Background: an optimization exercise with open tools, aiming at small area, a short achievable clock period and few clock cycles per item. Do not read the settings as production practice. Where RTL was checked, it was by simulation tests only, not by an equivalence proof against the original. Power and IR drop assume default switching activity.

==> flow/design.v (excerpt) <==
module huffmandecode(
clk,
huffrst,
code,
hufftable,
symaddr,
symdata,
huffdata,
hufflength,
hufffinish
    );
For scale: roughly 380 cells after synthesis, about 54 flip-flops, ~180 I/O pins, roughly 3800 um^2 of cells after synthesis.
export LEC_CHECK = 0
export CAP_MARGIN = 20
export CORE_MARGIN = 2
export CORE_UTILIZATION = 40
export SLEW_MARGIN = 20
create_clock -name core_clock -period 11.0 [get_ports {clk}]
standard.sh (not shown) runs the stock make flow with config.mk's settings and CLKGATE_MAP_FILE= SYNTH_SCRIPT=/design/flow/synth_recipe.tcl, a recipe that flattens the netlist after the stock synthesis.
==> flow/flow/run.sh <==
#!/bin/bash
# Standard layout, with plain buffers on the ports and repair_timing aiming
# below the clock period (setup margin).
set -euo pipefail
export BUFFER_PORTS_ARGS="-buffer_cell sky130_fd_sc_hd__buf_1"
export SETUP_SLACK_MARGIN=8.3
bash standard.sh > standard.log 2>&1
Testbench counts at the start, summed over its fixed seeds: cycles 10,437, items 2,048.
Edit:
--- a/flow/flow/run.sh
+++ b/flow/flow/run.sh
@@ -5,3 +5,3 @@
 export BUFFER_PORTS_ARGS="-buffer_cell sky130_fd_sc_hd__buf_1"
-export SETUP_SLACK_MARGIN=8.3
+export SETUP_SLACK_MARGIN=8.0
 bash standard.sh > standard.log 2>&1
TNS_END_PERCENT = 20   (was unset)
The changed run produced a clean layout.
Non-clock buffer count fell by 4.
Cell count fell by 0.58%.
Clock power stays flat.
Die area stays the same.
Synthesized cell count does not change.
Count of clock-buffer cells in the layout fell by 1.
Maximum frequency barely changes.
Final area fell by 2.8%.
Wire length fell by 3.1%.
Edit:
--- a/flow/flow/run.sh
+++ b/flow/flow/run.sh
@@ -5,3 +5,3 @@
 export BUFFER_PORTS_ARGS="-buffer_cell sky130_fd_sc_hd__buf_1"
-export SETUP_SLACK_MARGIN=8.0
+export SETUP_SLACK_MARGIN=7.8
 bash standard.sh > standard.log 2>&1
Non-clock buffer count is unchanged. Clock skew hardly moves. Final area fell slightly. Sequential power is about the same. Final cell count stays the same. Combinational power fell by a few percent. Maximum frequency fell slightly. Utilization fell by 0.53 points.

========
huffmandecode, a different RTL version from the one above (not shown whole).
For scale: ~390 cells after synthesis, roughly 48 flip-flops, roughly 180 I/O pins.
Settings: LEC_CHECK=0, CAP_MARGIN=20, CORE_MARGIN=2, CORE_UTILIZATION=40, SLEW_MARGIN=20; clock period 11.0 ns.
==> flow/flow/run.sh <==
#!/bin/bash
# The standard layout (standard.sh) with three changes: synthesis maps with
# ABC on flow/abc.script (flow/synth.tcl), the ports get plain buf_1 buffers,
# and repair_timing aims below the clock period (setup margin).
set -euo pipefail
W=$(pwd)
export BUFFER_PORTS_ARGS="-buffer_cell sky130_fd_sc_hd__buf_1"
export SETUP_SLACK_MARGIN=7.9
export FLOW_ABC_SCRIPT=$W/flow/abc.script
sed "s#SYNTH_SCRIPT=[^ ]*#SYNTH_SCRIPT=$W/flow/synth.tcl#" standard.sh > synth_step.sh
bash synth_step.sh synth > synth.log 2>&1
bash standard.sh > standard.log 2>&1
==> flow/flow/abc.script <==
strash
dch -f
amap
strash
dch -f
amap
topo
stime -c
buffer -c
upsize -c
dnsize -c
==> flow/flow/synth.tcl <==
# The standard flow's synthesis script (synth_recipe.tcl), with ABC run on flow/abc.script
# (area-oriented mapping) instead of ORFS's speed or area script.
proc synth {args} { yosys synth -nofsm -noshare {*}$args }
proc abc {args} {
  set i [lsearch -exact $args -script]
  if {$i >= 0} { lset args [expr {$i + 1}] $::env(FLOW_ABC_SCRIPT) }
  yosys abc {*}$args
}
source $::env(SCRIPTS_DIR)/synth.tcl
# left out here: clear keep_hierarchy, flatten, clean up, hide names made inside functions, write 1_2_yosys.v
The starting point ran to the end with no violations.
Testbench counts at the start, summed over its fixed seeds: cycles 9,412, items 2,048.
==> next run, changes <==
--- a/flow/config.mk
+++ b/flow/config.mk
@@ -10,2 +10,3 @@
 export CORE_UTILIZATION = 40
 export SLEW_MARGIN = 20
+export TNS_END_PERCENT = 5
The changed run produced a clean layout.
Final cell count does not change.
Setup slack improved by 0.024 ns.
Combinational power is lower by about 3%.
Sequential power is about the same.
Via count came out lower by 0.91%.
==> next run, changes <==
--- a/flow/flow/run.sh
+++ b/flow/flow/run.sh
@@ -6,5 +6,5 @@
 W=$(pwd)
 export BUFFER_PORTS_ARGS="-buffer_cell sky130_fd_sc_hd__buf_1"
-export SETUP_SLACK_MARGIN=7.9
+export SETUP_SLACK_MARGIN=7.4
 export FLOW_ABC_SCRIPT=$W/flow/abc.script
 sed "s#SYNTH_SCRIPT=[^ ]*#SYNTH_SCRIPT=$W/flow/synth.tcl#" standard.sh > synth_step.sh
Power goes down by 6.5%.
First-iteration DRC count came out lower by 21%.
Count of clock-buffer cells in the layout decreases by 1.
Wire length barely changes.
Synthesized area stays the same.
Worst setup slack gets worse by 0.23 ns.
Sequential power barely changes.
Core utilization drops by 0.43 points.
==> next run, changes <==
--- a/flow/flow/run.sh
+++ b/flow/flow/run.sh
@@ -6,5 +6,5 @@
 W=$(pwd)
 export BUFFER_PORTS_ARGS="-buffer_cell sky130_fd_sc_hd__buf_1"
-export SETUP_SLACK_MARGIN=7.4
+export SETUP_SLACK_MARGIN=7.8
 export FLOW_ABC_SCRIPT=$W/flow/abc.script
 sed "s#SYNTH_SCRIPT=[^ ]*#SYNTH_SCRIPT=$W/flow/synth.tcl#" standard.sh > synth_step.sh
==> flow/flow/abc.script (replaced) <==
strash
dch
amap
topo
stime -c
buffer -c
upsize -c
dnsize -c
Result: The new run completed without violations; final area came out higher by 2.6%; clock power came out higher by 43%; die area came out higher by 1.4%.
==> next run, changes <==
--- a/flow/flow/run.sh
+++ b/flow/flow/run.sh
@@ -6,5 +6,5 @@
 W=$(pwd)
 export BUFFER_PORTS_ARGS="-buffer_cell sky130_fd_sc_hd__buf_1"
-export SETUP_SLACK_MARGIN=7.8
+export SETUP_SLACK_MARGIN=7.7
 export FLOW_ABC_SCRIPT=$W/flow/abc.script
 sed "s#SYNTH_SCRIPT=[^ ]*#SYNTH_SCRIPT=$W/flow/synth.tcl#" standard.sh > synth_step.sh
==> flow/flow/abc.script (replaced) <==
strash
dch -f
amap
strash
dch -f
amap
topo
stime -c
buffer -c
upsize -c
dnsize -c
Final area fell by 2.4%.
Fmax is lower by 0.60%.
First-iteration DRC count came out lower by 38%.
Setup slack loses 0.019 ns.

========
Setup of v16:
The RTL this note starts from:
==> flow/design.v <==
`timescale 1ns / 1ps
module huffmandecode(
clk,
huffrst,
code,
hufftable,
symaddr,
symdata,
huffdata,
hufflength,
hufffinish
    );
input clk,huffrst;
input[15:0] code;
input[8*16-1:0] hufftable;
output reg[7:0] symaddr;    
input[7:0] symdata;         
output reg[7:0] huffdata;
output [7:0] hufflength;
output reg hufffinish;
reg [7:0] g;         
reg [7:0] sc;        
reg [7:0] ca;        
reg [1:0] w;         
reg [3:0] n;         
reg       h;         
reg       one;       
reg [4:0] hl;        
assign hufflength = {3'b000, hl};
wire [7:0] c1   = hufftable[7:0];
wire       b1   = code[15];
wire       hit1 = (c1[7:1] != 7'd0) | (c1[0] & ~b1);
wire [9:0] gn   = {1'b0, g, w[1]} - {2'b00, ca};    
wire       hit  = gn[9];                            
wire       dead = ~gn[9] & gn[8];                   
wire       nf   = ~one & ~h & ~hit & (dead | n == 4'd14);   
wire [3:0] n1   = n + 4'd1;
reg [7:0] fetch_c;   
always @* begin
    case (n)
        4'd0:  fetch_c = hufftable[8*2 +: 8];
        4'd1:  fetch_c = hufftable[8*3 +: 8];
        4'd2:  fetch_c = hufftable[8*4 +: 8];
        4'd3:  fetch_c = hufftable[8*5 +: 8];
        4'd4:  fetch_c = hufftable[8*6 +: 8];
        4'd5:  fetch_c = hufftable[8*7 +: 8];
        4'd6:  fetch_c = hufftable[8*8 +: 8];
        4'd7:  fetch_c = hufftable[8*9 +: 8];
        4'd8:  fetch_c = hufftable[8*10 +: 8];
        4'd9:  fetch_c = hufftable[8*11 +: 8];
        4'd10: fetch_c = hufftable[8*12 +: 8];
        4'd11: fetch_c = hufftable[8*13 +: 8];
        4'd12: fetch_c = hufftable[8*14 +: 8];
        4'd13: fetch_c = hufftable[8*15 +: 8];
        default: fetch_c = 8'hxx;
    endcase
end
reg fetch_b;         
always @* begin
    case (n)
        4'd0:  fetch_b = code[12];
        4'd1:  fetch_b = code[11];
        4'd2:  fetch_b = code[10];
        4'd3:  fetch_b = code[9];
        4'd4:  fetch_b = code[8];
        4'd5:  fetch_b = code[7];
        4'd6:  fetch_b = code[6];
        4'd7:  fetch_b = code[5];
        4'd8:  fetch_b = code[4];
        4'd9:  fetch_b = code[3];
        4'd10: fetch_b = code[2];
        4'd11: fetch_b = code[1];
        4'd12: fetch_b = code[0];
        default: fetch_b = 1'bx;
    endcase
end
always @(posedge clk) begin
    one <= hit1;
    if (~huffrst) begin
        g  <= {7'd0, b1 & ~c1[0]};
        sc <= {7'd0, c1[0]};
        symaddr <= hit1 ? {7'd0, b1} : {6'd0, c1[0] ? {code[14], ~code[14]} : code[15:14]};
        ca <= hufftable[15:8];
        w  <= code[14:13];
    end else begin
        g  <= gn[7:0];
        sc <= sc + ca;
        symaddr <= sc - ca + {g[5:0], w};
        ca <= fetch_c;
        w  <= {w[0], fetch_b};
    end
    if (~hufffinish & (h | nf)) begin
        huffdata <= h ? symdata : 8'hff;
        hl <= ~h ? 5'd0 : one ? 5'd1 : {1'b0, n} + 5'd1;
    end
end
always @(posedge clk or negedge huffrst) begin
    if (~huffrst) begin
        hufffinish <= 1'b0;
        h <= 1'b0;
        n <= 4'd0;
    end else begin
        if (h | nf)
            hufffinish <= 1'b1;
        h <= one | hit;
        n <= n1;
    end
end
endmodule
clock: 11.0 ns
lec_check: 0
cap_margin: 20
core_margin: 2
core_utilization: 40
slew_margin: 20
run.sh (not shown) runs the stock make flow with config.mk's settings and CLKGATE_MAP_FILE= SYNTH_SCRIPT=/design/flow/synth_recipe.tcl, a recipe that flattens the netlist after the stock synthesis.
Stock flow here: none of the scripts above is used.
> inputs changed (v16 -> v36)
==> flow/flow/run.sh (new file) <==
#!/bin/bash
# Standard layout, with plain buffers on the ports and repair_timing aiming
# below the clock period (setup margin).
set -euo pipefail
export BUFFER_PORTS_ARGS="-buffer_cell sky130_fd_sc_hd__buf_1"
export SETUP_SLACK_MARGIN=0
bash standard.sh > standard.log 2>&1
==> flow/standard.sh (new file) <==
#!/bin/bash
# synth_recipe.tcl (not shown) runs the flow's synth.tcl, then flattens the netlist and writes it again
# the make line also repeats each setting of config.mk as NAME=value (left out here)
make -C /OpenROAD-flow-scripts/flow DESIGN_CONFIG=/design/flow/config.mk WORK_HOME=/design/flow/orfs CLKGATE_MAP_FILE= SYNTH_SCRIPT=/design/flow/synth_recipe.tcl "${@:-finish}"
removed: flow/run.sh
Results
Area growth from synthesis to final layout ended up 27 points lower on v36 than on v16.
Comparing v36 and v16, the lower number of non-clock buffers was measured on v36.
From v16 to v36 the numbers moved as follows: number of global-route vias before repair now smaller, share of power burned in combinational logic now smaller, final total power lost about 3.5%, number of sequential storage elements saw little to no change.
Setup slack was lower in v16 than in v36.
#### Input delta (v31 over v36)
diff --git a/flow/flow/run.sh b/flow/flow/run.sh
--- a/flow/flow/run.sh
+++ b/flow/flow/run.sh
@@ -5,3 +5,3 @@
 export BUFFER_PORTS_ARGS="-buffer_cell sky130_fd_sc_hd__buf_1"
-export SETUP_SLACK_MARGIN=0
+export SETUP_SLACK_MARGIN=8
 bash standard.sh > standard.log 2>&1
- Per the final summary, v31 finished and its layout is clean on timing, DRC and antenna.
- Run comparison: v31 origin of the worst setup path hufftable[64]; v36 origin of the worst setup path huffrst
- Taking v36 as the reference, in v31 data required time of the worst path fell by 0.06 ns, depth of the CTS H-tree stayed essentially flat, combinational fraction of design power rose by 0.3 points, wire length rose by 2.0%, worst path setup slack after routing rose by 0.64 ns.
- Against v36, v31 reports a highest net fanout along the worst path that is lower.
- Against v36, number of buffers outside the clock class in the layout in v31 rose slightly.
No run of this note included a check of the RTL's function; only the layout flow was run.

-- separate check: timing with driven ports --
The results above use ideal ports. As a check the final layouts listed here were re-extracted and re-timed, cells and wires unchanged. Step 1: set_driving_cell puts a clkbuf_16 on clk and a buf_2 on each other input, an assumption about the parent block. Step 2, shift: input delay + t, output delay - t, t = (earliest + latest rising clock arrival at the registers) / 2. This alone moves slack from input paths to output paths. a / b / c = ideal ports / drivers / drivers and shift; a / b = the first two.
| run | t (ns) | slack for setup (ns) | latest minus earliest clock arrival (ns) | slew at the worst register clock pin (ns) | pins driven straight from the clock port |
|---|---|---|---|---|---|
| the first run of note 1 | 0.330 | 7.856 / 7.865 / 7.535 | 0.010 / 0.010 | 0.10 / 0.10 | 1 |
| the second run of note 1 | 0.340 | 7.852 / 7.861 / 7.521 | 0.009 / 0.009 | 0.10 / 0.10 | 1 |
| the third run of note 1 | 0.337 | 7.790 / 7.803 / 7.466 | 0.010 / 0.010 | 0.11 / 0.11 | 1 |
| the first run of note 2 | 0.327 | 7.811 / 7.808 / 7.481 | 0.007 / 0.006 | 0.09 / 0.09 | 1 |
| the second run of note 2 | 0.321 | 7.835 / 7.837 / 7.516 | 0.004 / 0.004 | 0.09 / 0.09 | 1 |
| the third run of note 2 | 0.320 | 7.608 / 7.612 / 7.292 | 0.006 / 0.006 | 0.09 / 0.09 | 1 |
| the fourth run of note 2 | 0.337 | 7.837 / 7.848 / 7.511 | 0.012 / 0.012 | 0.10 / 0.10 | 1 |
| the fifth run of note 2 | 0.328 | 7.818 / 7.823 / 7.495 | 0.008 / 0.008 | 0.09 / 0.09 | 1 |
| v16 | 0.331 | 7.146 / 7.145 / 6.814 | 0.013 / 0.014 | 0.10 / 0.10 | 1 |
| v36 | 0.339 | 7.207 / 7.219 / 6.881 | 0.009 / 0.009 | 0.11 / 0.11 | 1 |
| v31 | 0.332 | 7.847 / 7.846 / 7.514 | 0.006 / 0.006 | 0.10 / 0.10 | 1 |
After both steps setup and hold are still met in every run listed. The setup slack of v31, which loses most, moves by -0.001 ns with the drivers and by -0.333 ns with both steps.
